Background: an optimization exercise with open tools, aiming at small area. Do not read the settings as production practice. In this exercise RTL edits were held to simulation tests only and were not proved equivalent to the original. The clock port is modelled as an ideal driver, which makes a skipped or thinned clock tree look cheaper than it is; a real chip needs a root buffer or a tree. Power figures rest on the tool's default switching activity, not on a simulated workload.

==> flow/design.v <==
module cardinal_nic(
  input             clk,
  input             reset,
  input [1:0]       addr,
  input [63:0]      d_in,
  input             nicEn,
  input             nicWrEn,
  input             net_ro,
  input             net_polarity,
  input             net_si,
  input [63:0]      net_di,
  output reg        net_ri,
  output reg        net_so,
  output [63:0]     net_do,
  output reg [63:0] d_out
);
reg        out_stat;
reg [63:0] out_buf;
reg        ib_valid;
reg [63:0] in_buf;
wire send = out_stat & net_ro & (net_polarity == out_buf[63]);
wire wr_ob = nicEn & nicWrEn & (addr == 2'b10);
wire rd_ib = nicEn & ~nicWrEn & (addr == 2'b00);
wire recv = net_ri & net_si;
assign net_do = out_buf;
always @(posedge clk) begin
  if (wr_ob & ~send)
    out_buf <= d_in;
end
always @(posedge clk) begin
  if (reset) begin
    out_stat <= 1'b0;
    net_so   <= 1'b0;
  end else begin
    net_so   <= send;
    out_stat <= send ? 1'b0 : (wr_ob | out_stat);
  end
end
always @(posedge clk) begin
  if (recv)
    in_buf <= net_di;
end
always @(posedge clk) begin
  if (reset) begin
    ib_valid <= 1'b0;
    net_ri   <= 1'b1;
  end else begin
    ib_valid <= ib_valid | recv;
    net_ri   <= rd_ib | (net_ri & ~net_si);
  end
end
wire sel_ib = (addr == 2'b00) & ib_valid;
always @(posedge clk) begin
  d_out[62:0] <= in_buf[62:0] & {63{sel_ib}};
  case (addr)
    2'b00: d_out[63] <= in_buf[63] & ib_valid;
    2'b01: d_out[63] <= ~net_ri;
    2'b10: d_out[63] <= 1'b0;
    2'b11: d_out[63] <= out_stat;
  endcase
end
endmodule
==> flow/config.mk <==
export PLATFORM = sky130hd
export DESIGN_NAME = cardinal_nic
export DESIGN_NICKNAME = cardinal_nic
export VERILOG_FILES = /design/flow/design.v
export SDC_FILE = /design/flow/constraint.sdc
export NUM_CORES = 4
export LEC_CHECK = 0
export CAP_MARGIN = 20
export CORE_MARGIN = 2
export CORE_UTILIZATION = 70
export SLEW_MARGIN = 20
==> flow/constraint.sdc <==
create_clock -name core_clock -period 3.0 [get_ports {clk}]
set_input_delay 0.6000 -clock core_clock [delete_from_list [all_inputs] [get_ports {clk}]]
set_output_delay 0.6000 -clock core_clock [all_outputs]
set_load 0.01 [all_outputs]
standard.sh (not shown) runs the stock make flow with config.mk's settings and CLKGATE_MAP_FILE= SYNTH_SCRIPT=/design/flow/synth_recipe.tcl, a recipe that flattens the netlist after the stock synthesis.
==> flow/flow/run.sh <==
#!/bin/bash
# Standard synthesis, then the standard layout with three changes: combinational
# cells start at their smallest size, the port buffers are buf_1, and the clock
# tree is a plain two-level inverter tree (flow/cts.tcl) instead of TritonCTS;
# before it, flow/shrink.tcl sizes combinational cells down where timing allows.
set -euo pipefail
bash standard.sh synth > synth.log 2>&1
export CTS_ROOT_CELL=${CTS_ROOT_CELL:-sky130_fd_sc_hd__inv_8}
export CTS_LEAF_CELL=${CTS_LEAF_CELL:-sky130_fd_sc_hd__inv_4}
export CTS_LEAVES=${CTS_LEAVES:-16}
export CTS_CLOCK_NET=clk
export FLOW_FLOW_DIR="$PWD/flow"
bash standard.sh BUFFER_PORTS_ARGS="-buffer_cell sky130_fd_sc_hd__buf_1" \
  PRE_FLOORPLAN_TCL="$PWD/flow/downsize.tcl" \
  PRE_CTS_TCL="$PWD/flow/cts.tcl" \
  finish > layout.log 2>&1
==> flow/flow/cts.tcl <==
# A two-level clock tree in place of TritonCTS: the register clock pins are
# split by recursive bisection of their placement into CTS_LEAVES groups of
# equal size; each group gets a leaf buffer at its centre, and one root buffer
# at the centre of the leaves drives them all from the clock port. Every
# register sees the same two cells (two buffers, or two inverters), so the tree is balanced by construction.
source $::env(FLOW_FLOW_DIR)/shrink.tcl

proc my_split {pts k axis} {
  # pts: list of {x y iterm}; returns a list of k groups
  if {$k <= 1} { return [list $pts] }
  set idx [expr {$axis == 0 ? 0 : 1}]
  set pts [lsort -real -index $idx $pts]
  set k1 [expr {$k / 2}]
  set n1 [expr {int(round(double([llength $pts]) * $k1 / $k))}]
  set a [lrange $pts 0 [expr {$n1 - 1}]]
  set b [lrange $pts $n1 end]
  set nax [expr {1 - $axis}]
  return [concat [my_split $a $k1 $nax] [my_split $b [expr {$k - $k1}] $nax]]
}

proc my_pin {inst out} {
  foreach it [$inst getITerms] {
    if {[$it getSigType] ne "SIGNAL"} { continue }
    if {$out && [$it isOutputSignal]} { return $it }
    if {!$out && [$it isInputSignal]} { return $it }
  }
  error "cts: no [expr {$out ? {output} : {input}}] pin on [$inst getName]"
}

proc clock_tree_synthesis {args} {
  set db [ord::get_db]
  set block [ord::get_db_block]
  set leaf_master [$db findMaster $::env(CTS_LEAF_CELL)]
  set root_master [$db findMaster $::env(CTS_ROOT_CELL)]
  set k $::env(CTS_LEAVES)
  set clk [$block findNet $::env(CTS_CLOCK_NET)]
  set pts {}
  foreach it [$clk getITerms] {
    set inst [$it getInst]
    set bb [$inst getBBox]
    lappend pts [list [expr {([$bb xMin] + [$bb xMax]) / 2.0}] [expr {([$bb yMin] + [$bb yMax]) / 2.0}] $it]
  }
  set ext [$block getDieArea]
  set axis [expr {([$ext dx] >= [$ext dy]) ? 0 : 1}]
  set groups [my_split $pts $k $axis]
  set root [odb::dbInst_create $block $root_master clkbuf_root]
  set rnet [odb::dbNet_create $block clknet_root]
  $rnet setSigType CLOCK
  [my_pin $root 0] connect $clk
  [my_pin $root 1] connect $rnet
  set i 0
  set lx {}
  set ly {}
  foreach g $groups {
    set sx 0.0; set sy 0.0
    foreach p $g { set sx [expr {$sx + [lindex $p 0]}]; set sy [expr {$sy + [lindex $p 1]}] }
    set cx [expr {int($sx / [llength $g])}]
    set cy [expr {int($sy / [llength $g])}]
    set buf [odb::dbInst_create $block $leaf_master clkbuf_leaf_$i]
    set net [odb::dbNet_create $block clknet_leaf_$i]
    $net setSigType CLOCK
    [my_pin $buf 0] connect $rnet
    [my_pin $buf 1] connect $net
    foreach p $g {
      set it [lindex $p 2]
      $it disconnect
      $it connect $net
    }
    $buf setLocation [expr {$cx - [$leaf_master getWidth] / 2}] $cy
    $buf setPlacementStatus PLACED
    lappend lx $cx
    lappend ly $cy
    puts "cts: leaf $i drives [llength $g] registers at ($cx, $cy)"
    incr i
  }
  set sx 0.0; set sy 0.0
  foreach x $lx y $ly { set sx [expr {$sx + $x}]; set sy [expr {$sy + $y}] }
  $root setLocation [expr {int($sx / $k) - [$root_master getWidth] / 2}] [expr {int($sy / $k)}]
  $root setPlacementStatus PLACED
  puts "cts: root buffer and $k leaf buffers inserted"
}
==> flow/flow/shrink.tcl <==
# Run before clock tree synthesis, on the placed design: try each combinational
# cell larger than the smallest size of its kind at smaller sizes, smallest
# first, and keep a size if setup slack stays above 0.3 ns and no pin's slew
# goes above 1.1 ns (the library's limit is 1.5 ns). Registers keep their cells.
set db [ord::get_db]
set block [ord::get_db_block]
set dont_use [split $::env(DONT_USE_CELLS)]
estimate_parasitics -placement

proc shrink_ok {inst} {
  if {[worst_slack -max] < 0.3} { return 0 }
  if {[sta::max_slew_violation_count] > 0 || [sta::max_capacitance_violation_count] > 0} { return 0 }
  foreach it [$inst getITerms] {
    set net [$it getNet]
    if {$net eq "NULL" || $net eq ""} { continue }
    foreach it2 [$net getITerms] {
      set pin [get_pins -quiet "[[$it2 getInst] getName]/[[$it2 getMTerm] getName]"]
      if {$pin eq ""} { continue }
      if {[get_property $pin slew_max] > 1.1} { return 0 }
    }
  }
  return 1
}

set n 0
foreach inst [$block getInsts] {
  set m [[$inst getMaster] getName]
  if {![regexp {^(sky130_fd_sc_hd__.+)_([0-9]+)$} $m -> base sz]} { continue }
  if {[regexp {__(df|edf|sdf|dl|sdl|tap|fill|decap|conb|clk)} $base]} { continue }
  set w [[$inst getMaster] getWidth]
  set cands {}
  foreach s {0 1 2 3 4 6 8 12} {
    set c ${base}_$s
    if {$c eq $m || [lsearch -exact $dont_use $c] >= 0} { continue }
    set mm [$db findMaster $c]
    if {$mm eq "NULL" || $mm eq ""} { continue }
    if {[$mm getWidth] < $w} { lappend cands [list [$mm getWidth] $c] }
  }
  foreach c [lsort -integer -index 0 $cands] {
    set c [lindex $c 1]
    replace_cell [$inst getName] $c
    estimate_parasitics -placement
    if {[shrink_ok $inst]} {
      puts "shrink: [$inst getName] $m -> $c"
      incr n
      break
    }
    replace_cell [$inst getName] $m
    estimate_parasitics -placement
  }
}
puts "shrink: resized $n cells, worst setup slack [worst_slack -max]"
Other scripts of this flow, unchanged in this note and not shown: flow/flow/downsize.tcl
==> next run, changes <==
==> flow/flow/run.sh (replaced) <==
#!/bin/bash
# Standard synthesis, then the standard layout with three changes: combinational
# cells start at their smallest size, the port buffers are buf_1, and the clock
# tree is a plain two-level buffer tree (flow/cts.tcl) instead of TritonCTS.
set -euo pipefail
bash standard.sh synth > synth.log 2>&1
export CTS_ROOT_CELL=${CTS_ROOT_CELL:-sky130_fd_sc_hd__inv_6}
export CTS_LEAF_CELL=${CTS_LEAF_CELL:-sky130_fd_sc_hd__inv_4}
export CTS_LEAVES=${CTS_LEAVES:-14}
export CTS_CLOCK_NET=clk
bash standard.sh BUFFER_PORTS_ARGS="-buffer_cell sky130_fd_sc_hd__buf_1" \
  PRE_FLOORPLAN_TCL="$PWD/flow/downsize.tcl" \
  PRE_CTS_TCL="$PWD/flow/cts.tcl" \
  finish > layout.log 2>&1
--- a/flow/flow/cts.tcl
+++ b/flow/flow/cts.tcl
@@ -5,4 +5,2 @@
 # register sees the same two cells (two buffers, or two inverters), so the tree is balanced by construction.
-source $::env(FLOW_FLOW_DIR)/shrink.tcl
-
 proc my_split {pts k axis} {
removed: flow/flow/shrink.tcl
Result:
- The new run finished clean
- global-route usage falls by 0.45 points
- total power fell by 0.80%
- wire length goes down by 1.3%
- cell area came out higher by 0.43%
- maximum frequency rises by 17%
- via count shrinks by 0.89%
- first-iteration DRC count increases by 21%
- cell count is about the same
- setup slack gets better by 0.29 ns
- combinational power went up by about 3%
No run of this note takes its clock network from TritonCTS; it comes from the design's own scripts or RTL.

## separate check: timing with driven ports
The results above use ideal ports. As a check the final layouts listed here were re-extracted and re-timed, cells and wires unchanged.
Step 1 sets driving cells, clkbuf_16 on the clock port and buf_2 on the other inputs (assumed; they add their load-dependent delay and slew).
Step 2 moves the port delays by t, midway between the first and last clock arrival at a register: inputs arrive t later, outputs are due t later. That takes back most of the time a late clock gives input paths.
a / b / c = ideal / step 1 / step 2; a / b = the first two.
run	t (ns)	setup WS [ns]	cell pins on the clock port's net
the first run	0.271	1.034 / 1.036 / 0.765	1
the second run	0.297	1.325 / 1.321 / 1.024	1
After both steps setup and hold are still met in every run listed. For the second run, which loses most, drivers alone change the setup slack by -0.004 ns; drivers and shift together by -0.301 ns.
